This is an optimization exercise on Yosys and OpenROAD, whose aim is small area, not a production implementation. In this exercise RTL edits were held to simulation tests only and were not proved equivalent to the original. Power is estimated from default activity; no workload was simulated.

$ cat flow/flow/run.sh
#!/bin/bash
# Own layout flow: the standard flow (standard.sh, unchanged synthesis) with
#  - port buffers of the smallest buffer cell instead of the default choice,
#  - clock tree built from clkbuf_8 clusters of up to 19 flip-flops, without
#    dummy loads.
# The full output of the ORFS run is kept in standard.log; ORFS's per-step logs
# are under orfs/logs/.
set -euo pipefail
export BUFFER_PORTS_ARGS="-buffer_cell sky130_fd_sc_hd__buf_1"
export CTS_ARGS="-sink_clustering_enable -repair_clock_nets -sink_clustering_size 19 -sink_clustering_max_diameter 60 -buf_list sky130_fd_sc_hd__clkbuf_8 -dont_use_dummy_load"
bash standard.sh > standard.log 2>&1
$ cat flow/standard.sh
#!/bin/bash
# synth_recipe.tcl (not shown) runs the flow's synth.tcl, then flattens the netlist and writes it again
# the make line also repeats each setting of config.mk as NAME=value (left out here)
make -C /OpenROAD-flow-scripts/flow DESIGN_CONFIG=/design/flow/config.mk WORK_HOME=/design/flow/orfs CLKGATE_MAP_FILE= SYNTH_SCRIPT=/design/flow/synth_recipe.tcl "${@:-finish}"
$ cat flow/config.mk
export PLATFORM = sky130hd
export DESIGN_NAME = mem_tester
export DESIGN_NICKNAME = mem_tester
export VERILOG_FILES = /design/flow/design.v
export SDC_FILE = /design/flow/constraint.sdc
export NUM_CORES = 4
export LEC_CHECK = 0
export CAP_MARGIN = 20
export CORE_MARGIN = 2
export CORE_UTILIZATION = 55
export CTS_BUF_LIST = sky130_fd_sc_hd__clkbuf_8
export CTS_CLUSTER_DIAMETER = 50
export CTS_CLUSTER_SIZE = 16
export PLACE_DENSITY = 0.75
export SLEW_MARGIN = 20
$ cat flow/constraint.sdc
create_clock -name core_clock -period 5.0 [get_ports {clk}]
set_input_delay 1.0000 -clock core_clock [delete_from_list [all_inputs] [get_ports {clk}]]
set_output_delay 1.0000 -clock core_clock [all_outputs]
set_load 0.01 [all_outputs]
$ cat flow/design.v
module rnd_vec_gen
(
	input clk,
	input next,        
	input rnw,         
	input rd_state,    
	input hold_a,      
	input long_loop,   
	input inj_a,       
	input inj_b,       
	input [5:0] rom_idx,
	output [15:0] wr_out_d,  
	output [15:0] rd_out_nx  
);
	localparam GA = 6;     
	localparam GB = 7;     
	localparam [15:0] W0 = 16'h9e37;  
	reg [15:0] ra [0:55];
	reg [15:0] rb [0:55];
	reg [15:0] tl [56:61];
	reg c_lo;
	always @* begin
		case (rom_idx)
			6'd1, 6'd4, 6'd6, 6'd8, 6'd10, 6'd12, 6'd14, 6'd16, 6'd18, 6'd20,
			6'd23, 6'd25, 6'd27, 6'd29, 6'd31, 6'd33, 6'd35, 6'd37, 6'd39, 6'd41,
			6'd44, 6'd46, 6'd48, 6'd50, 6'd52, 6'd54, 6'd56, 6'd58, 6'd60: c_lo = 1'b1;
			default: c_lo = 1'b0;
		endcase
	end
	wire [15:0] seed_nx = (rom_idx == 6'd0) ? 16'h516f : ra[0] - 16'h9e37 - {15'd0, c_lo};
	reg [5:0] j;
	always @(posedge clk)
		if (!next) j <= 6'd0;
		else if (j != 6'd55) j <= j + 6'd1;
	wire le23 = (j <= 6'd23);
	wire le54 = (j <= 6'd54);
	wire step_a = next & ~rnw;
	wire step_b = next &  rnw;
	reg first_b;  
	wire loop_a = hold_a & ~inj_a;
	wire seed_a = inj_a & (rom_idx != 6'd62);
	wire loop_b = ~step_b & (~rd_state | (first_b & (j == 6'd0)));
	wire row_end = ~next & (j != 6'd0);
	always @(posedge clk)
		first_b <= loop_b | (first_b & ~row_end);
	wire [15:0] a54 = le54 ? tl[54+GA] : ra[54];
	wire [15:0] a23 = le23 ? ra[23+GA] : ra[23];
	wire [15:0] b54 = (le54 & ~first_b) ? tl[54+GB] : rb[54];
	wire [15:0] b23 = (le23 & ~first_b) ? rb[23+GB] : rb[23];
	wire [15:0] rb0_nx = step_b ? b54 + b23 : (inj_b ? W0 : rb[0]);
	integer i;
	always @(posedge clk) begin
		ra[0] <= step_a ? a54 + a23 : (seed_a ? seed_nx : ra[0]);
		ra[1] <= (loop_a &  long_loop) ? ra[55] : ra[0];
		ra[2] <= (loop_a & ~long_loop) ? ra[55] : ra[1];
		for (i = 3; i < 56; i = i + 1)
			ra[i] <= ra[i-1];
		rb[0] <= rb0_nx;
		rb[1] <= inj_b ? ra[29] : (loop_b ? rb[55] : rb[0]);
		for (i = 2; i < 56; i = i + 1)
			rb[i] <= rb[i-1];
		tl[56] <= rnw ? rb[55] : ra[55];
		for (i = 57; i < 62; i = i + 1)
			tl[i] <= tl[i-1];
	end
	assign wr_out_d  = ra[1];
	assign rd_out_nx = rb0_nx;
endmodule
module sdram_control
#(
parameter DRAM_DATA_SIZE = 16,
parameter DRAM_COL_SIZE = 9,
parameter DRAM_ROW_SIZE = 13,
parameter DRAM_BNK_SIZE = 2,
parameter DRAM_ROWBNK = DRAM_ROW_SIZE + DRAM_BNK_SIZE,  
parameter cmdNOP  = 3'b111,  
parameter cmdMRS  = 3'b000,  
parameter cmdACT  = 3'b011,  
parameter cmdREAD = 3'b101,  
parameter cmdWRIT = 3'b100,  
parameter cmdPRE  = 3'b010,  
parameter cmdBST  = 3'b110,  
parameter cmdREF  = 3'b001,  
parameter mrsMODE = 14'b00000000110111,  
parameter CTR200US_SIZE = 15  
)
(
input clk,
input rst_n,  
input start,  
output reg done,  
input rnw,  
output reg ready,  
output DRAM_LDQM,DRAM_UDQM,
output DRAM_WE_N,
output DRAM_CAS_N,
output DRAM_RAS_N,
output DRAM_CS_N,
output DRAM_BA_0,
output DRAM_BA_1,
input  wire [DRAM_DATA_SIZE-1:0] DRAM_DQ_I,  
output wire                      DRAM_DQ_OE,  
output wire [DRAM_ROW_SIZE-1:0] DRAM_ADDR,
output rd_state,  
output hold_a,    
output reg long_loop,  
output inj_a,     
output inj_b,
output [5:0] rom_idx
);
localparam RESET        = 6'd00;
localparam RST2         = 6'd01;
localparam W200US1      = 6'd02;
localparam W200US2      = 6'd03;
localparam IPREA1       = 6'd04;
localparam IPREA2       = 6'd05;
localparam IREF1        = 6'd06;
localparam IREF2        = 6'd07;
localparam IREF7        = 6'd12;
localparam IMRS         = 6'd13;
localparam IDLE         = 6'd14;
localparam RD_BEGIN1    = 6'd15;
localparam RD_BEGIN2    = 6'd16;
localparam RD_CHKEND    = 6'd17;
localparam RD_COL1      = 6'd18;
localparam RD_COL2      = 6'd19;
localparam RD_COL3      = 6'd20;
localparam RD_COL4      = 6'd21;
localparam RD_COL6      = 6'd24;
localparam RD_WAIT      = 6'd25;
localparam RD_PRE       = 6'd26;
localparam RD_END1      = 6'd27;
localparam RD_END2      = 6'd28;
localparam WR_BEGIN1    = 6'd29;
localparam WR_BEGIN2    = 6'd30;
localparam WR_CHKEND    = 6'd31;
localparam WR_COL1      = 6'd32;
localparam WR_COL2      = 6'd33;
localparam WR_COL3      = 6'd34;
localparam WR_WAIT1     = 6'd35;
localparam WR_WAIT2     = 6'd36;
localparam WR_BST       = 6'd37;
localparam WR_PRE       = 6'd38;
localparam WR_END1      = 6'd39;
reg [5:0] state;
reg [CTR200US_SIZE:0] ctr;    
reg ctr_init;
reg [DRAM_ROWBNK:0] actr;     
reg busin;                    
reg [DRAM_ROW_SIZE-1:0] da;   
reg [2:0] dcmd;               
reg       dcsn;               
reg [1:0] dba;                
reg       dqm;                
assign DRAM_ADDR                         = da;
assign {DRAM_RAS_N,DRAM_CAS_N,DRAM_WE_N} = dcmd;
assign DRAM_CS_N                         = dcsn;
assign {DRAM_BA_1,DRAM_BA_0}             = dba;
assign DRAM_LDQM                         = dqm;
assign DRAM_UDQM                         = dqm;
assign DRAM_DQ_OE                        = ~busin;
wire s_idle  = (state == IDLE);
wire s_col1  = (state == RD_COL1) | (state == WR_COL1);
wire s_col3  = (state == RD_COL3) | (state == WR_COL3);
wire s_pre   = (state == RD_PRE)  | (state == WR_PRE);
wire s_chk   = (state == RD_CHKEND) | (state == WR_CHKEND);
wire s_beg1  = (state == RD_BEGIN1) | (state == WR_BEGIN1);
always @(posedge clk) begin
	if (!rst_n)
		state <= RESET;
	else if (((state == W200US2) & ~ctr[CTR200US_SIZE]) |
	         (((state == RD_WAIT) | (state == WR_WAIT1)) & ~ctr[DRAM_COL_SIZE]) |
	         (s_idle & ~start))
		state <= state;
	else if ((state == IREF7) & ~ctr[7])
		state <= IREF1;
	else if (s_idle & ~rnw)
		state <= WR_BEGIN1;
	else if (s_chk & actr[DRAM_ROWBNK])
		state <= IDLE;
	else if (state == RD_END2)
		state <= RD_CHKEND;
	else if (state == WR_END1)
		state <= WR_CHKEND;
	else
		state <= state + 6'd1;
end
always @(posedge clk) begin
	if (!rst_n) begin
		dcsn     <= 1'b1;
		done     <= 1'b0;
		busin    <= 1'b1;
		dcmd     <= cmdNOP;
		da       <= 0;
		dba      <= 0;
		dqm      <= 1'b1;
		ready    <= 1'b0;
		ctr_init <= 1'b1;
	end else begin
		dcmd <= ((state == IPREA1) | s_pre) ? cmdPRE :
		        (state == IREF1) ? cmdREF :
		        (state == IMRS)  ? cmdMRS :
		        s_col1 ? cmdACT :
		        (state == RD_COL3) ? cmdREAD :
		        (state == WR_COL3) ? cmdWRIT :
		        (state == WR_BST)  ? cmdBST : cmdNOP;
		if (state == RST2) dcsn <= 1'b0;
		if (state == IPREA1) da[10] <= 1'b1;  
		if (state == IMRS) {dba,da} <= mrsMODE;
		if (s_col1) da <= actr[DRAM_ROWBNK-1:DRAM_BNK_SIZE];  
		if (s_col3 | s_pre) da <= 0;
		if (s_col1 | s_col3 | s_pre) dba <= actr[DRAM_BNK_SIZE-1:0];
		if (s_idle) dqm <= 1'b0;
		if (s_idle) done <= 1'b1;
		else if (s_beg1) done <= 1'b0;
		if (s_idle | (state == RD_BEGIN1)) busin <= 1'b1;
		else if (state == WR_BEGIN1) busin <= 1'b0;
		if ((state == RD_COL6) | (state == WR_COL2)) ready <= 1'b1;
		else if (s_idle | (state == RD_CHKEND) | (state == WR_WAIT2)) ready <= 1'b0;
		if ((state == RST2) | (state == IPREA2) | (state == RD_COL1) |
		    (state == WR_BEGIN2) | (state == WR_END1))
			ctr_init <= 1'b1;
		else if ((state == W200US1) | (state == IREF1) | s_chk | (state == RD_COL2))
			ctr_init <= 1'b0;
	end
end
always @(posedge clk)
	if (ctr_init) ctr <= 0;
	else ctr <= ctr + 1'd1;
always @(posedge clk)
	if ((state == RD_BEGIN2) | (state == WR_BEGIN2)) actr <= 0;
	else if ((state == RD_END2) | (state == WR_END1)) actr <= actr + 1'd1;
wire wr_state = (state >= WR_BEGIN1);
assign rd_state = (state >= RD_BEGIN1) && (state <= RD_END2);
wire last_gap = ((state >= WR_PRE) && (&actr[DRAM_ROWBNK-1:0])) ||
                ((state == WR_CHKEND) && actr[DRAM_ROWBNK]);
assign hold_a = ~(ready & ~rnw) & (~wr_state | last_gap);
always @(posedge clk)
	long_loop <= rd_state & (((actr == 0) && (ctr[9:0] == 10'd40)) ||
	                         (long_loop & ~((actr == 3) && (ctr[9:0] == 10'd188))));
assign inj_a   = (state == W200US2) && (ctr[CTR200US_SIZE:6] == 10'd34) && ~&ctr[5:0];
assign inj_b   = (state == W200US2) && (ctr[CTR200US_SIZE:6] == 10'd80);
assign rom_idx = ctr[5:0];
endmodule
module mem_tester
#(
  parameter DRAM_DATA_SIZE = 16,
  parameter DRAM_COL_SIZE = 9,
  parameter DRAM_ROW_SIZE = 13,
  parameter DRAM_TEST_ROWBNK = 7  
)
(
	input clk,
	input rst_n,
	output reg [31:0] passcount,
	output reg [31:0] failcount,
	input  [DRAM_DATA_SIZE-1:0] DRAM_DQ_I,
	output [DRAM_DATA_SIZE-1:0] DRAM_DQ_O,
	output DRAM_DQ_OE,
	output [DRAM_ROW_SIZE-1:0] DRAM_ADDR,
	output DRAM_LDQM,DRAM_UDQM,
	output DRAM_WE_N,
	output DRAM_CAS_N,
	output DRAM_RAS_N,
	output DRAM_CS_N,
	output DRAM_BA_0,
	output DRAM_BA_1
);
reg inc_pass_ctr;  
reg inc_err_ctr;   
reg check_in_progress;  
always @(posedge clk)
	if( !rst_n ) passcount <= 32'd0;
		else if( inc_pass_ctr ) passcount <= passcount + 32'd1;
always @(posedge clk)
	if ( !rst_n ) failcount <= 32'd0;
		else if( inc_err_ctr ) failcount <= failcount + 32'd1;
wire [DRAM_DATA_SIZE-1:0] rnd_out_nx;  
wire dram_ready;
reg dram_start,dram_rnw;
wire rd_state, hold_a, long_loop, inj_a, inj_b;
wire [5:0] rom_idx;
rnd_vec_gen my_rnd
(
	.clk(clk),
	.next(dram_ready),
	.rnw(dram_rnw),
	.rd_state(rd_state),
	.hold_a(hold_a),
	.long_loop(long_loop),
	.inj_a(inj_a),
	.inj_b(inj_b),
	.rom_idx(rom_idx),
	.wr_out_d(DRAM_DQ_O),
	.rd_out_nx(rnd_out_nx)
);
wire dram_done;
sdram_control my_dram
(
	.rst_n(rst_n),
	.clk(clk),
	.start(dram_start),
	.rnw(dram_rnw),
	.done(dram_done),
	.ready(dram_ready),
	.rd_state(rd_state),
	.hold_a(hold_a),
	.long_loop(long_loop),
	.inj_a(inj_a),
	.inj_b(inj_b),
	.rom_idx(rom_idx),
	.DRAM_DQ_I(DRAM_DQ_I),
	.DRAM_DQ_OE(DRAM_DQ_OE),
	.DRAM_ADDR(DRAM_ADDR),
	.DRAM_CS_N(DRAM_CS_N),
	.DRAM_RAS_N(DRAM_RAS_N),
	.DRAM_CAS_N(DRAM_CAS_N),
	.DRAM_WE_N(DRAM_WE_N),
	.DRAM_LDQM(DRAM_LDQM),
	.DRAM_UDQM(DRAM_UDQM),
	.DRAM_BA_0(DRAM_BA_0),
	.DRAM_BA_1(DRAM_BA_1)
);
defparam my_dram.DRAM_DATA_SIZE = DRAM_DATA_SIZE;
defparam my_dram.DRAM_COL_SIZE  = DRAM_COL_SIZE;
defparam my_dram.DRAM_ROW_SIZE  = DRAM_ROW_SIZE;
defparam my_dram.DRAM_ROWBNK    = DRAM_TEST_ROWBNK;
reg [3:0] curr_state,next_state;
parameter RESET        = 4'h0;
parameter INIT1        = 4'h1;
parameter INIT2        = 4'h2;
parameter BEGIN_WRITE1 = 4'h3;
parameter BEGIN_WRITE2 = 4'h4;
parameter BEGIN_WRITE3 = 4'h5;
parameter BEGIN_WRITE4 = 4'h6;
parameter WRITE        = 4'h7;
parameter BEGIN_READ1  = 4'h8;
parameter BEGIN_READ2  = 4'h9;
parameter BEGIN_READ3  = 4'hA;
parameter BEGIN_READ4  = 4'hB;
parameter READ         = 4'hC;
parameter END_READ     = 4'hD;
parameter INC_PASSES1  = 4'hE;
parameter INC_PASSES2  = 4'hF;
always @* begin
	if( ((curr_state == INIT1) | (curr_state == WRITE) | (curr_state == READ)) & ~dram_done )
		next_state = curr_state;
	else if( curr_state == INC_PASSES2 )
		next_state = BEGIN_WRITE1;
	else
		next_state = curr_state + 4'd1;
end
always @(posedge clk,negedge rst_n)
begin
	if( !rst_n )
		curr_state <= RESET;
	else
		curr_state <= next_state;
end
always @* begin
	dram_start        = (curr_state == BEGIN_WRITE3) | (curr_state == BEGIN_READ3);
	dram_rnw          = (curr_state >= BEGIN_READ2);    
	check_in_progress = (curr_state >= BEGIN_READ4) & (curr_state <= END_READ);
	inc_pass_ctr      = (curr_state == INC_PASSES2);
end
reg rd_mismatch;
always @(posedge clk) rd_mismatch <= (DRAM_DQ_I != rnd_out_nx);
always @(posedge clk) inc_err_ctr <= check_in_progress & dram_ready & rd_mismatch;
endmodule
==> impl_metrics.json, run 1 <==
{
  "status": "finished clean",
  "synth_cells": 3184,
  "num_vias": 21195,
  "yosysSeqAreaShare_pct": 83.6,
  "cts_made_buffers": 131,
  "power.density_nw_per_um2": 446,
  "root_buffer": "clkbuf_8",
  "worst_ep_arrival_time_ns": 5.01,
  "gp_congestion": 0.831,
  "top_usage_layer": "met2",
  "worstHoldPathType": "flip-flop to flip-flop",
  "swShare_pct": 19.8,
  "rows": 108,
  "max_stage_delay_ns": 0.44,
  "dieArea_um2": 90500,
  "io_buffer_count": 113,
  "grt_pass1_vias": 20441,
  "grt_util_met2_pct": 22.9,
  "holdBufCountCts": 0,
  "postCtsResizedCells": 0,
  "critPathMaxFanout": 15,
  "drtAntennaViolNets": 0,
  "placeableCoreArea_um2": 87000,
  "area_growth_pct": 7.34,
  "cts_tree": "built",
  "required_ns": 5.66,
  "clk_pin_slew_worst_paths_ns": 0.11,
  "ys.flop_type": "dfxtp_1",
  "die_h_um": 301,
  "routed_wl_mm": 70.1,
  "final_core_util_pct": 59.7,
  "p_leak_uw": 0.0206,
  "drive_above_1_share_pct": 7.94,
  "synth_edf_count": 16,
  "die_w_um": 301,
  "grt_usage_pct": 15.7,
  "seq_power_share_pct": 69.7,
  "path_class": "flip-flop to flip-flop",
  "ir_worst_vdd_v": 0.000358,
  "relSlewSlack_pct": 39.3,
  "synthDistinctLibCells": 77,
  "ios": 120,
  "hpwl_mm": 46.9,
  "start_util_pct": 55.7,
  "worstSetupStartpointType": "flip-flop",
  "clk_latency_ns": 0.81,
  "rsz0062_at_grt": "false",
  "clock_skew_ns": 0.0969,
  "grt_pass1_wl_mm": 110,
  "grt_antenna_before_repair": 8,
  "switching_power_uw": 4580,
  "period_share_pct": 87.0,
  "yosysWarnings": 6,
  "use_met1_pct": 22.9,
  "finalSetupTns_ns": 0,
  "ys_ff_latch": 2015,
  "cts_buffer_depth": 3,
  "comb_power_share_pct": 1.5,
  "grt_start_max_net_pins": 65,
  "synth_area_um2": 48400,
  "drtPass1Iterations": 5,
  "drt_iter0_drc": 1271,
  "p_int_uw": 18600,
  "cts_sinks": 2015,
  "path_delay_family": "compound AO/OA/AOI/OAI gates",
  "crit_chain": "ha_1 -> nor2_1 -> o211ai_2 -> and2_1 -> buf_4 -> mux2_2 -> fa_1 -> a211o_1 -> a21oi_1 -> o21ai_1 -> a311oi_2 -> xor2_1 -> a221oi_1 -> o21ai_0 -> nor4_1 -> o2111ai_1",
  "use_met3_pct": 3.75,
  "endpoint_kind": "flip-flop",
  "clock.fmax_ghz": 0.230,
  "routedWlPerCell_um": 15.4,
  "post-cts-setup-buffer-count": 0,
  "h-tree-depth": 4,
  "cp_num_buf_inv": 1,
  "drv_cap": 0,
  "grt.overflow.total": 0,
  "critical_path.slowest_cell": "dfxtp_1",
  "worstMarginPinSlew_ns": 0.910,
  "final_nets": 3477,
  "avgSynthCellArea_um2": 15.2,
  "setup_viol": 0,
  "report.final.hold_viol_count": 0,
  "vias_per_cell": 4.66,
  "finalMaxSlewViolations": 0,
  "async_flop_share_pct": 0.199,
  "power_frac_clock_pct": 28.8,
  "drc": 0,
  "min_period_ns": 4.35
}
## path summary, 6_finish.rpt
check | start | endpoint | slack, ns | cells after the start
worst max-delay path | my_rnd.j[1] | rd_mismatch | 0.65 | 16
worst min-delay path | my_rnd.rb[47][13] | my_rnd.rb[48][13] | 0.23 | 0
worst max register to register | my_rnd.j[1] | rd_mismatch | 0.65 | 16
worst min register to register | my_rnd.rb[47][13] | my_rnd.rb[48][13] | 0.23 | 0
max in group asynchronous | rst_n | curr_state[3] | 4.51 | 2
min in group asynchronous | rst_n | curr_state[1] | 0.25 | 2
## cell usage in the layout, fill, tap and decap left out, types with 7 or more instances in the layout
master and n:
nor2b_1 11, a211o_1 7, o21a_1 7, nand3b_1 7, or3_1 11, nor4_1 10
and3_1 25, mux2_2 102, and4_1 9, xnor2_1 53, inv_1 44, and2_1 14
ha_1 68, clkbuf_8 131, o21bai_1 10, nor3_1 24, mux2i_1 30, a31oi_1 7
dfxtp_1 1995, a211oi_1 8, nor2_1 147, buf_4 16, nand2b_1 9, buf_1 113
a22oi_1 11, nor3b_1 7, nand2_1 104, xor2_1 80, o22ai_1 9, edfxtp_1 16
a21o_1 7, o21ai_0 73, nand4_1 20, a21oi_1 55, o31ai_1 9, nand3_1 55
## state kept, by name, indices dropped and copies added (netlist names), 7 cells and up
name / cells
my_dram.actr: 8
failcount: 32
my_rnd.tl: 96
my_dram.da: 7
my_dram.ctr: 16
passcount: 32
my_rnd.ra: 896
my_rnd.rb: 896
## cell usage after synthesis, types with 25 or more instances
library cell  instances  area [um^2]
dfxtp_1            1995        39900
nor2_1              147          552
nand2_1             104          390
mux2_2              102         1150
xor2_1               80          701
o21ai_0              74          370
ha_1                 68          851
a21oi_1              55          275
nand3_1              55          275
xnor2_1              53          464
inv_1                44          165
clkbuf_1             40          150
mux2i_1              30          300
and3_1               25          156
nor3_1               25          125
## cell type report
cell class              instances  area (um^2)
diodes                          3         7.51
clock buffers                 131         1800
fillers                      6554        35000
inverters                      45          170
multi-input cells            1067         7510
flip-flops and latches       2015        40500
well taps                    1155         1450
repair buffers                129          544
## through the flow
stage,setup WS [ns],hold slack (ns),total power [uW],std cells,cell area (um^2)
after detailed placement,0.662,0.312,16900,4411,50200
after CTS,0.643,0.144,23500,4542,52000
after global routing,0.292,0.196,24100,4544,52000
final,0.649,0.233,23200,4545,52000
after global placement,0.684,0.310,16900,4411,50200
after floorplan,0.484,0.310,16800,3189,48500
## cells by family after synthesis
group                      synth area share (%)
DFF                                        83.6
and+or+nand+nor                            4.80
AOI/OAI and AO/OA                          3.38
xor gates and xnor gates                   2.40
muxes                                      2.99
buffers and inverters                     0.940
adders and majority gates                  1.84
other                                   0.00774
## metal layers
layer | part of all wire, % | wire, um
met5 | 0.019 | 13
met4 | 2.1 | 1490
met3 | 5.3 | 3700
met2 | 42 | 29500
met1 | 50 | 35400
## power groups by stage
stage / clock network [uW] / registers [uW] / logic (uW)
final: 6670 / 16200 / 356
after CTS: 6940 / 16200 / 359
after global placement: 0 / 16500 / 349
after global routing: 7490 / 16200 / 404
after detailed placement: 0 / 16500 / 358
after floorplan: 0 / 16500 / 301
==> run 2: changes to the inputs <==
--- a/flow/flow/run.sh
+++ b/flow/flow/run.sh
@@ -7,5 +7,5 @@
 # are under orfs/logs/.
 set -euo pipefail
 export BUFFER_PORTS_ARGS="-buffer_cell sky130_fd_sc_hd__buf_1"
-export CTS_ARGS="-sink_clustering_enable -repair_clock_nets -sink_clustering_size 19 -sink_clustering_max_diameter 60 -buf_list sky130_fd_sc_hd__clkbuf_8 -dont_use_dummy_load"
+export CTS_ARGS="-sink_clustering_enable -repair_clock_nets -sink_clustering_size 20 -sink_clustering_max_diameter 60 -buf_list sky130_fd_sc_hd__clkbuf_8 -dont_use_dummy_load"
 bash standard.sh > standard.log 2>&1
==> flow/config.mk (replaced) <==
export PLATFORM = sky130hd
export DESIGN_NAME = mem_tester
export DESIGN_NICKNAME = mem_tester
export VERILOG_FILES = /design/flow/design.v
export SDC_FILE = /design/flow/constraint.sdc
export NUM_CORES = 4
export LEC_CHECK = 0
export CAP_MARGIN = 20
export CORE_MARGIN = 2
export CORE_UTILIZATION = 70
export PLACE_DENSITY = 0.9
export SLEW_MARGIN = 20
==> impl_metrics.json, run 2 <==
{
  "status": "finished clean",
  "grt_antenna_before_repair": 16,
  "reg2reg_setup_slack_ns": 0.39,
  "clock.fmax_ghz": 0.217,
  "regArea_um2": 40500,
  "ios": 120,
  "avgSynthCellArea_um2": 15.2,
  "yosysTopAreaCellShare_pct": 82.4,
  "synth_cells": 3184,
  "holdBufCountCts": 0,
  "routedWlPerCell_um": 18.6,
  "report.final.hold_viol_count": 0,
  "synth_edf_count": 16,
  "finalSetupTns_ns": 0,
  "h-tree-depth": 3,
  "critPathMaxFanout": 15,
  "path_class": "flip-flop to flip-flop",
  "start_util_pct": 70.6,
  "endpoint_kind": "flip-flop",
  "clock_skew_ns": 0.0775,
  "final_common_cell": "dfxtp_1",
  "synth_top_area_cell": "dfxtp_1",
  "synth_area_um2": 48400,
  "power.density_nw_per_um2": 444,
  "postCtsResizedCells": 0,
  "ys.flop_type": "dfxtp_1",
  "grt_pass1_vias": 22157,
  "cts_tree": "built",
  "area_growth_pct": 6.26,
  "yosysSeqAreaShare_pct": 83.6,
  "drtPass1Iterations": 6,
  "grt_pass1_wl_mm": 121,
  "reg_top3": "my_rnd.ra (896), my_rnd.rb (896), my_rnd.tl (96)",
  "ys_top_cells_by_count": "dfxtp_1, nor2_1, nand2_1, mux2_2, xor2_1",
  "cts_made_buffers": 113,
  "period_share_pct": 92.1,
  "num_vias": 21885,
  "ys_ff_latch": 2015,
  "root_buffer": "clkbuf_8",
  "worstSetupStartpointType": "flip-flop",
  "clk_latency_ns": 0.78,
  "relSlewSlack_pct": 34.1,
  "p_leak_uw": 0.0205,
  "drtAntennaViolNets": 0,
  "finalMaxSlewViolations": 0,
  "routed_wl_mm": 80.0,
  "ir_worst_vdd_v": 0.000379,
  "yosysWarnings": 6,
  "synthMostInstantiatedCell": "dfxtp_1",
  "synthTopCellsByArea": "dfxtp_1, mux2_2, ha_1",
  "required_ns": 5.61,
  "rsz0062_at_grt": "false",
  "io_buffer_count": 113,
  "clk_pin_slew_worst_paths_ns": 0.11,
  "final_cell_mix": "dfxtp_1, nor2_1, clkbuf_8, buf_1, nand2_1",
  "grt_usage_pct": 22.5,
  "grt.overflow.total": 0,
  "drv_cap": 0,
  "min_period_ns": 4.61,
  "die_w_um": 267,
  "setup_viol": 0,
  "gp_congestion": 0.831,
  "placed_cell_area_um2": 49900,
  "synthDistinctLibCells": 77,
  "worstMarginPinSlew_ns": 0.988,
  "multi_input_area_um2": 7510,
  "placeableCoreArea_um2": 68600,
  "grt_start_max_net_pins": 65,
  "post-cts-setup-buffer-count": 0,
  "cts_buffer_depth": 3,
  "worstHoldPathType": "primary input to async pin",
  "cts_sinks": 2015,
  "dieArea_um2": 71300,
  "drive_above_1_share_pct": 7.48,
  "die_h_um": 267,
  "final_area_um2": 51500,
  "drc": 0,
  "final_nets": 3460,
  "vias_per_cell": 5.09,
  "hpwl_mm": 54.0,
  "rows": 96,
  "fillCellCount": 3890,
  "drt_iter0_drc": 1621,
  "async_flop_share_pct": 0.199,
  "worst_ep_arrival_time_ns": 5.22
}
## run 2: cell counts after synthesis
No cell type changed its count.
## run 2: power by group
group          switching [uW]  internal, uW
combinational             240           144
sequential               63.2         16100
clock                    4290          2040
total                    4590         18300
## run 2: layer usage
metal / GRT usage (%) / share of wire [%] / up-vias
met5: 0 / 0.034 / -
met4: 8.08 / 2.8 / 4
met3: 3.92 / 5.1 / 155
met2: 37.6 / 48 / 561
met1: 29.8 / 44 / 10489
li1: - / - / 10676
## run 2: kinds of logic (layout without fill, tap and decap cells)
kind of cell    after synthesis  in the layout  synth area share (%)
flops                      2015           2015                  83.6
simple gates                473            473                  4.80
compound gates              253            253                  3.38
xor+xnor                    133            133                  2.40
mux                         132            132                  2.99
buf+inv                     107            288                 0.940
fa+ha+maj                    70             70                  1.84
other cells                   1              8               0.00774
## run 2: layout make-up
class	instances	share of cell area, %
repair buffers	130	1.07
clock buffers	113	3.02
well taps	931	2.26
multi-input cells	1067	14.6
diodes	2	0.00972
flip-flops and latches	2015	78.7
inverters	45	0.331
## run 2: worst paths after layout
check                                  startpoint                 to  cells after the start
worst max-delay path                  my_rnd.j[1]        rd_mismatch                     16
worst min-delay path                        rst_n      curr_state[2]                      2
worst max register to register        my_rnd.j[1]        rd_mismatch                     16
worst min register to register  my_rnd.rb[22][15]  my_rnd.rb[23][15]                      0
max in group asynchronous                   rst_n      curr_state[0]                      2
min in group core_clock         my_rnd.rb[22][15]  my_rnd.rb[23][15]                      0
## run 2: critical path: stages (launching register included)
cell and delay [ns]:
dfxtp_1 0.44, ha_1 0.19, nor2_1 0.05, o211ai_2 0.32
and2_1 0.26, buf_4 0.27, mux2_2 0.40, fa_1 0.43
a211o_1 0.32, a21oi_1 0.23, o21ai_1 0.17, a311oi_2 0.38
xor2_1 0.16, a221oi_1 0.30, o21ai_0 0.13, nor4_1 0.27
o2111ai_1 0.15
## run 2: metrics by stage
stage	std cells	worst slack (ns)	hold WS [ns]	power [uW]	util, %
floorplan	3189	0.484	0.310	16800	-
finish	4303	0.394	0.171	22900	75.0
detailed placement	4188	0.512	0.312	16900	72.8
global route	4302	0.118	0.151	23600	75.0
global placement	4188	0.542	0.309	16900	72.8
CTS	4301	0.428	0.126	23000	75.0
==> run 3: changes to the inputs <==
--- a/flow/flow/run.sh
+++ b/flow/flow/run.sh
@@ -1,7 +1,7 @@
 #!/bin/bash
 # Own layout flow: the standard flow (standard.sh, unchanged synthesis) with
 #  - port buffers of the smallest buffer cell instead of the default choice,
-#  - clock tree built from clkbuf_8 clusters of up to 19 flip-flops, without
+#  - clock tree built from clkbuf_8 clusters of up to 20 flip-flops, without
 #    dummy loads.
 # The full output of the ORFS run is kept in standard.log; ORFS's per-step logs
 # are under orfs/logs/.
==> impl_metrics.json, run 3 <==
{
  "synthTopCellsByArea": "dfxtp_1, mux2_2, ha_1",
  "drtPass1Iterations": 6,
  "worstSetupStartpointType": "flip-flop",
  "die_w_um": 267,
  "final_cell_mix": "dfxtp_1, nor2_1, clkbuf_8, buf_1, nand2_1",
  "clk_latency_ns": 0.78,
  "holdBufCountCts": 0,
  "clk_pin_slew_worst_paths_ns": 0.11,
  "ys_top_cells_by_count": "dfxtp_1, nor2_1, nand2_1, mux2_2, xor2_1",
  "clock_skew_ns": 0.0775,
  "vias_per_cell": 5.09,
  "die_h_um": 267,
  "critPathMaxFanout": 15,
  "hpwl_mm": 54.0,
  "synthAdderAreaFrac_pct": 1.84,
  "grt_pass1_vias": 22157,
  "comb_power_share_pct": 1.7,
  "p_int_uw": 18300,
  "yosysTopAreaCellShare_pct": 82.4,
  "cts_tree": "built",
  "synth_compound_area_share_pct": 3.38,
  "placeableCoreArea_um2": 68600,
  "endpoint_kind": "flip-flop",
  "placed_cell_area_um2": 49900,
  "power_frac_clock_pct": 27.7,
  "finalSetupTns_ns": 0,
  "h-tree-depth": 3,
  "rsz0062_at_grt": "false",
  "ys.flop_type": "dfxtp_1",
  "required_ns": 5.61,
  "cts_made_buffers": 113,
  "yosysSeqAreaShare_pct": 83.6,
  "synth_area_um2": 48400,
  "synth-xor-area-share_pct": 2.40,
  "synthMostInstantiatedCell": "dfxtp_1",
  "cts_buffer_depth": 3,
  "synthSimpleGateAreaFrac_pct": 4.80,
  "clock.fmax_ghz": 0.217,
  "instances_no_fill": 4303,
  "ys_ff_latch": 2015,
  "min_period_ns": 4.61,
  "avgSynthCellArea_um2": 15.2,
  "io_buffer_count": 113,
  "ios": 120,
  "worstHoldPathType": "primary input to async pin",
  "status": "finished clean",
  "ir_worst_vdd_v": 0.000379,
  "synthDistinctLibCells": 77,
  "root_buffer": "clkbuf_8",
  "async_flop_share_pct": 0.199,
  "synth_top_area_cell": "dfxtp_1",
  "rows": 96,
  "yosysWarnings": 6,
  "dp.cells": 4188,
  "dieArea_um2": 71300,
  "setup_viol": 0,
  "worstMarginPinSlew_ns": 0.988,
  "routed_wl_mm": 80.0,
  "synthMuxAreaShare_pct": 2.99,
  "post-cts-setup-buffer-count": 0,
  "switching_power_uw": 4590,
  "routedWlPerCell_um": 18.6,
  "power.density_nw_per_um2": 444,
  "postCtsResizedCells": 0,
  "grt_start_max_net_pins": 65,
  "p_leak_uw": 0.0205,
  "area_growth_pct": 6.26,
  "grt_pass1_wl_mm": 121,
  "gp_congestion": 0.831,
  "drtAntennaViolNets": 0,
  "final_area_um2": 51500,
  "drt_iter0_drc": 1621,
  "drc": 0,
  "relSlewSlack_pct": 34.1,
  "swShare_pct": 20.1,
  "cts_sinks": 2015,
  "reg2reg_setup_slack_ns": 0.39,
  "seq_power_share_pct": 70.7,
  "drive_above_1_share_pct": 7.48,
  "worst_ep_arrival_time_ns": 5.22,
  "grt_usage_pct": 22.5,
  "report.final.hold_viol_count": 0,
  "drv_cap": 0,
  "fillCellCount": 3890,
  "synth_cells": 3184,
  "reg_top3": "my_rnd.ra (896), my_rnd.rb (896), my_rnd.tl (96)",
  "path_class": "flip-flop to flip-flop",
  "num_vias": 21885,
  "period_share_pct": 92.1,
  "grt.overflow.total": 0,
  "synth_edf_count": 16,
  "synth_top_family_by_area": "simple AND/OR/NAND/NOR gates",
  "grt_antenna_before_repair": 16,
  "final_core_util_pct": 75.0,
  "timing.hold.ws_ns": 0.171,
  "start_util_pct": 70.6,
  "finalMaxSlewViolations": 0,
  "final_nets": 3460,
  "final_common_cell": "dfxtp_1"
}
[run 3: cell counts in the layout (fill, tap and decap cells not counted)]
No cell type changed its count.
[run 3: worst paths after layout]
check,end,startpoint,depth (start not counted)
worst max-delay path,rd_mismatch,my_rnd.j[1],16
min in group core_clock,my_rnd.rb[23][15],my_rnd.rb[22][15],0
worst min-delay path,curr_state[2],rst_n,2
worst min register to register,my_rnd.rb[23][15],my_rnd.rb[22][15],0
worst max register to register,rd_mismatch,my_rnd.j[1],16
max in group asynchronous,curr_state[0],rst_n,2
[run 3: cell families (layout without fill, tap and decap cells)]
logic type | Yosys count | in the layout
flip-flops | 2015 | 2015
XOR/XNOR | 133 | 133
adder cells (fa/ha/maj) | 70 | 70
AND/OR/NAND/NOR | 473 | 473
buffers and inverters | 107 | 288
other | 1 | 8
AO/OA/AOI/OAI | 253 | 253
multiplexers | 132 | 132
[run 3: power groups by stage]
stage	registers, uW	clock network, uW	logic (uW)
after global routing	16200	6990	421
after CTS	16200	6450	379
final	16200	6330	384
after global placement	16500	0	353
after floorplan	16500	0	301
after detailed placement	16500	0	372
[run 3: per-layer routing]
layer	share of wire, %	vias up	GRT usage [%]
met5	0.034	-	0
met1	44	10489	29.8
li1	-	10676	-
met3	5.1	155	3.92
met2	48	561	37.6
met4	2.8	4	8.08
[run 3: final cells by class]
cell class / instances / area [um^2] / area share (%)
well taps: 931 / 1160 / 2.26
clock buffers: 113 / 1560 / 3.02
inverters: 45 / 170 / 0.331
diodes: 2 / 5.00 / 0.00972
repair buffers: 130 / 552 / 1.07
multi-input cells: 1067 / 7510 / 14.6
flip-flops and latches: 2015 / 40500 / 78.7
[run 3: stage by stage]
step / worst slack (ns) / total power, uW
floorplan: 0.484 / 16800
global placement: 0.542 / 16900
detailed placement: 0.512 / 16900
CTS: 0.428 / 23000
global route: 0.118 / 23600
finish: 0.394 / 22900
[run 3: worst max-delay path: stages (launching register included)]
cell	delay, ns
dfxtp_1	0.44
ha_1	0.19
nor2_1	0.05
o211ai_2	0.32
and2_1	0.26
buf_4	0.27
mux2_2	0.40
fa_1	0.43
a211o_1	0.32
a21oi_1	0.23
o21ai_1	0.17
a311oi_2	0.38
xor2_1	0.16
a221oi_1	0.30
o21ai_0	0.13
nor4_1	0.27
o2111ai_1	0.15
==> run 4: changes to the inputs <==
==> flow/flow/run.sh (replaced) <==
#!/bin/bash
# Own layout flow: the standard flow (standard.sh, unchanged synthesis) with
#  - port buffers of the smallest buffer cell instead of the default choice,
#  - clock tree built from clkbuf_8 clusters of up to 19 flip-flops, without
#    dummy loads.
# The full output of the ORFS run is kept in standard.log; ORFS's per-step logs
# are under orfs/logs/.
set -euo pipefail
export BUFFER_PORTS_ARGS="-buffer_cell sky130_fd_sc_hd__buf_1"
export CTS_ARGS="-sink_clustering_enable -repair_clock_nets -sink_clustering_size 18 -sink_clustering_max_diameter 60 -buf_list sky130_fd_sc_hd__clkbuf_8 -dont_use_dummy_load"
bash standard.sh > standard.log 2>&1
==> impl_metrics.json, run 4 <==
{
  "cts_made_buffers": 132,
  "post-cts-setup-buffer-count": 0,
  "worstMarginPinSlew_ns": 0.971,
  "yosysSeqAreaShare_pct": 83.6,
  "ys_top_cells_by_count": "dfxtp_1, nor2_1, nand2_1, mux2_2, xor2_1",
  "min_period_ns": 4.58,
  "routed_wl_mm": 81.1,
  "drv_cap": 0,
  "finalSetupTns_ns": 0,
  "rows": 96,
  "ir_worst_vdd_v": 0.000386,
  "hpwl_mm": 54.0,
  "drive_above_1_share_pct": 8.00,
  "worst_ep_arrival_time_ns": 5.24,
  "holdBufCountCts": 0,
  "endpoint_kind": "flip-flop",
  "drtPass1Iterations": 5,
  "regToRegStartpoint": "my_rnd.j[1]",
  "relSlewSlack_pct": 35.3,
  "area_growth_pct": 6.80,
  "synthDistinctLibCells": 77,
  "status": "finished clean",
  "clock.fmax_ghz": 0.218,
  "dp.cells": 4188,
  "dieArea_um2": 71300,
  "cts_tree": "built",
  "period_share_pct": 91.7,
  "routedWlPerCell_um": 18.8,
  "yosysTopAreaCellShare_pct": 82.4,
  "die_w_um": 267,
  "ios": 120,
  "ys.flop_type": "dfxtp_1",
  "critical_path.slowest_cell": "dfxtp_1",
  "fillCellCount": 3831,
  "final_area_um2": 51700,
  "crit_chain": "ha_1 -> nor2_1 -> o211ai_2 -> and2_1 -> buf_4 -> mux2_2 -> fa_1 -> a211o_1 -> a21oi_1 -> o21ai_1 -> a311oi_2 -> xor2_1 -> a221oi_1 -> o21ai_0 -> nor4_1 -> o2111ai_1",
  "timing.hold.ws_ns": 0.161,
  "max_stage_delay_ns": 0.44,
  "pre_cts_ws_ns": 0.512,
  "clk_latency_ns": 0.78,
  "critPathMaxFanout": 15,
  "fin_ws_ns": 0.417,
  "worstSetupStartpointType": "flip-flop",
  "wl_met1_mm": 35.4,
  "drtAntennaViolNets": 0,
  "synthTopCellsByArea": "dfxtp_1, mux2_2, ha_1",
  "final_cell_mix": "dfxtp_1, nor2_1, clkbuf_8",
  "setup_viol": 0,
  "clock_skew_ns": 0.0823,
  "postCtsResizedCells": 0,
  "num_vias": 22047,
  "placed_cell_area_um2": 49900,
  "synth_area_um2": 48400,
  "rr_worst_depth": 16,
  "met2_length_mm": 39.1,
  "cts_buffer_depth": 3,
  "async_flop_share_pct": 0.199,
  "grt_pass1_vias": 22511,
  "p_leak_uw": 0.0206,
  "placeableCoreArea_um2": 68600,
  "grt_usage_pct": 23.0,
  "root_buffer": "clkbuf_8",
  "synth_edf_count": 16,
  "final_common_cell": "dfxtp_1",
  "rsz0062_at_grt": "false",
  "final_nets": 3479,
  "cts_sinks": 2015,
  "gp_congestion": 0.831,
  "avgSynthCellArea_um2": 15.2,
  "worstHoldPathType": "primary input to async pin",
  "die_h_um": 267,
  "grt.overflow.total": 0,
  "rr_endpoint": "rd_mismatch",
  "path_class": "flip-flop to flip-flop",
  "reg2reg_setup_slack_ns": 0.42,
  "drc": 0,
  "grt_start_max_net_pins": 65,
  "io_buffer_count": 113,
  "power.density_nw_per_um2": 451,
  "grt_pass1_wl_mm": 123,
  "met3_length_mm": 4.05,
  "start_util_pct": 70.6,
  "routed.top_layer": "met5",
  "grt_antenna_before_repair": 14,
  "h-tree-depth": 4,
  "finalMaxSlewViolations": 0,
  "synth_top_area_cell": "dfxtp_1",
  "yosysWarnings": 6,
  "report.final.hold_viol_count": 0,
  "reg_top3": "my_rnd.ra (896), my_rnd.rb (896), my_rnd.tl (96)",
  "clk_pin_slew_worst_paths_ns": 0.12,
  "synthMostInstantiatedCell": "dfxtp_1",
  "synth_cells": 3184,
  "ys_ff_latch": 2015,
  "required_ns": 5.66,
  "drt_iter0_drc": 1572,
  "instances_no_fill": 4322,
  "vias_per_cell": 5.10
}
run 4: final cells by class:
| class | instances | area, um^2 | share of cell area, % |
|---|---|---|---|
| diodes | 2 | 5.00 | 0.00967 |
| well taps | 931 | 1160 | 2.25 |
| clock buffers | 132 | 1820 | 3.51 |
| repair buffers | 130 | 552 | 1.07 |
| multi-input cells | 1067 | 7510 | 14.5 |
| inverters | 45 | 170 | 0.329 |
| flip-flops and latches | 2015 | 40500 | 78.3 |
run 4: per-stage QoR:
step	utilization [%]	power, uW
2_1_floorplan	-	16800
3_3_place_gp	72.8	16900
3_5_place_dp	72.8	16900
4_1_cts	75.4	23500
5_1_grt	75.4	24000
6_report	75.4	23300
run 4: layer usage:
metal  vias to the layer above  global-route usage [%]
met5                         -                       0
met4                         2                    9.08
met3                       178                    4.68
met2                       551                    38.3
met1                     10587                    29.6
li1                      10729                       -
run 4: critical path, delay by kind of cell, from the launching register on:
| family | cells | cell delay [ns] |
|---|---|---|
| AOI/OAI and AO/OA | 8 | 2.02 |
| adders and majority gates | 2 | 0.62 |
| and+or+nand+nor | 3 | 0.57 |
| DFF | 1 | 0.44 |
| muxes | 1 | 0.40 |
| buffers and inverters | 1 | 0.27 |
| xor gates and xnor gates | 1 | 0.16 |
run 4: worst max-delay path by stage:
stage | startpoint | to | cells after the start
2_1_floorplan | my_rnd.j[1] | rd_mismatch | 18
3_3_place_gp | my_rnd.j[1] | rd_mismatch | 16
3_5_place_dp | my_rnd.j[1] | rd_mismatch | 16
4_1_cts | my_rnd.j[1] | rd_mismatch | 16
5_1_grt | my_rnd.j[0] | rd_mismatch | 17
6_report | my_rnd.j[1] | rd_mismatch | 16
run 4: cells by family (layout without fill, tap and decap cells):
logic type,count (synthesis),count (layout),share of synthesized area (%)
flip-flops,2015,2015,83.6
AND/OR/NAND/NOR,473,473,4.80
AO/OA/AOI/OAI,253,253,3.38
XOR/XNOR,133,133,2.40
multiplexers,132,132,2.99
buffers and inverters,107,307,0.940
adder cells (fa/ha/maj),70,70,1.84
other,1,8,0.00774
run 4: power breakdown:
group / total (uW) / leakage, uW / switching, uW / internal [uW]
Combinational: 382 / 0.00338 / 238 / 144
Sequential: 16200 / 0.0163 / 62.2 / 16100
Clock: 6800 / 0.000949 / 4410 / 2390
Total: 23300 / 0.0206 / 4710 / 18600

[port drivers added, routing unchanged]
Ports are ideal in the flow. The routed layouts listed here were re-timed in OpenROAD.
Step 1 assumes that a clkbuf_16 drives the clock port and a buf_2 every other input.
Step 2 moves the port delays by t, midway between the first and last clock arrival at a register: inputs arrive t later, outputs are due t later. That takes back most of the time a late clock gives input paths.
Slacks: ideal ports / drivers / drivers and shift; pairs: ideal ports / drivers.
| run | t, ns | slack for setup (ns) | pins driven straight from the clock port |
|---|---|---|---|
| run 1 | 0.814 | 0.649 / 0.649 / 0.649 | 1 |
| run 2 | 0.806 | 0.394 / 0.394 / 0.394 | 1 |
| run 3 | 0.806 | 0.394 / 0.394 / 0.394 | 1 |
| run 4 | 0.816 | 0.417 / 0.417 / 0.417 | 1 |
After both steps setup and hold are still met in every run listed.
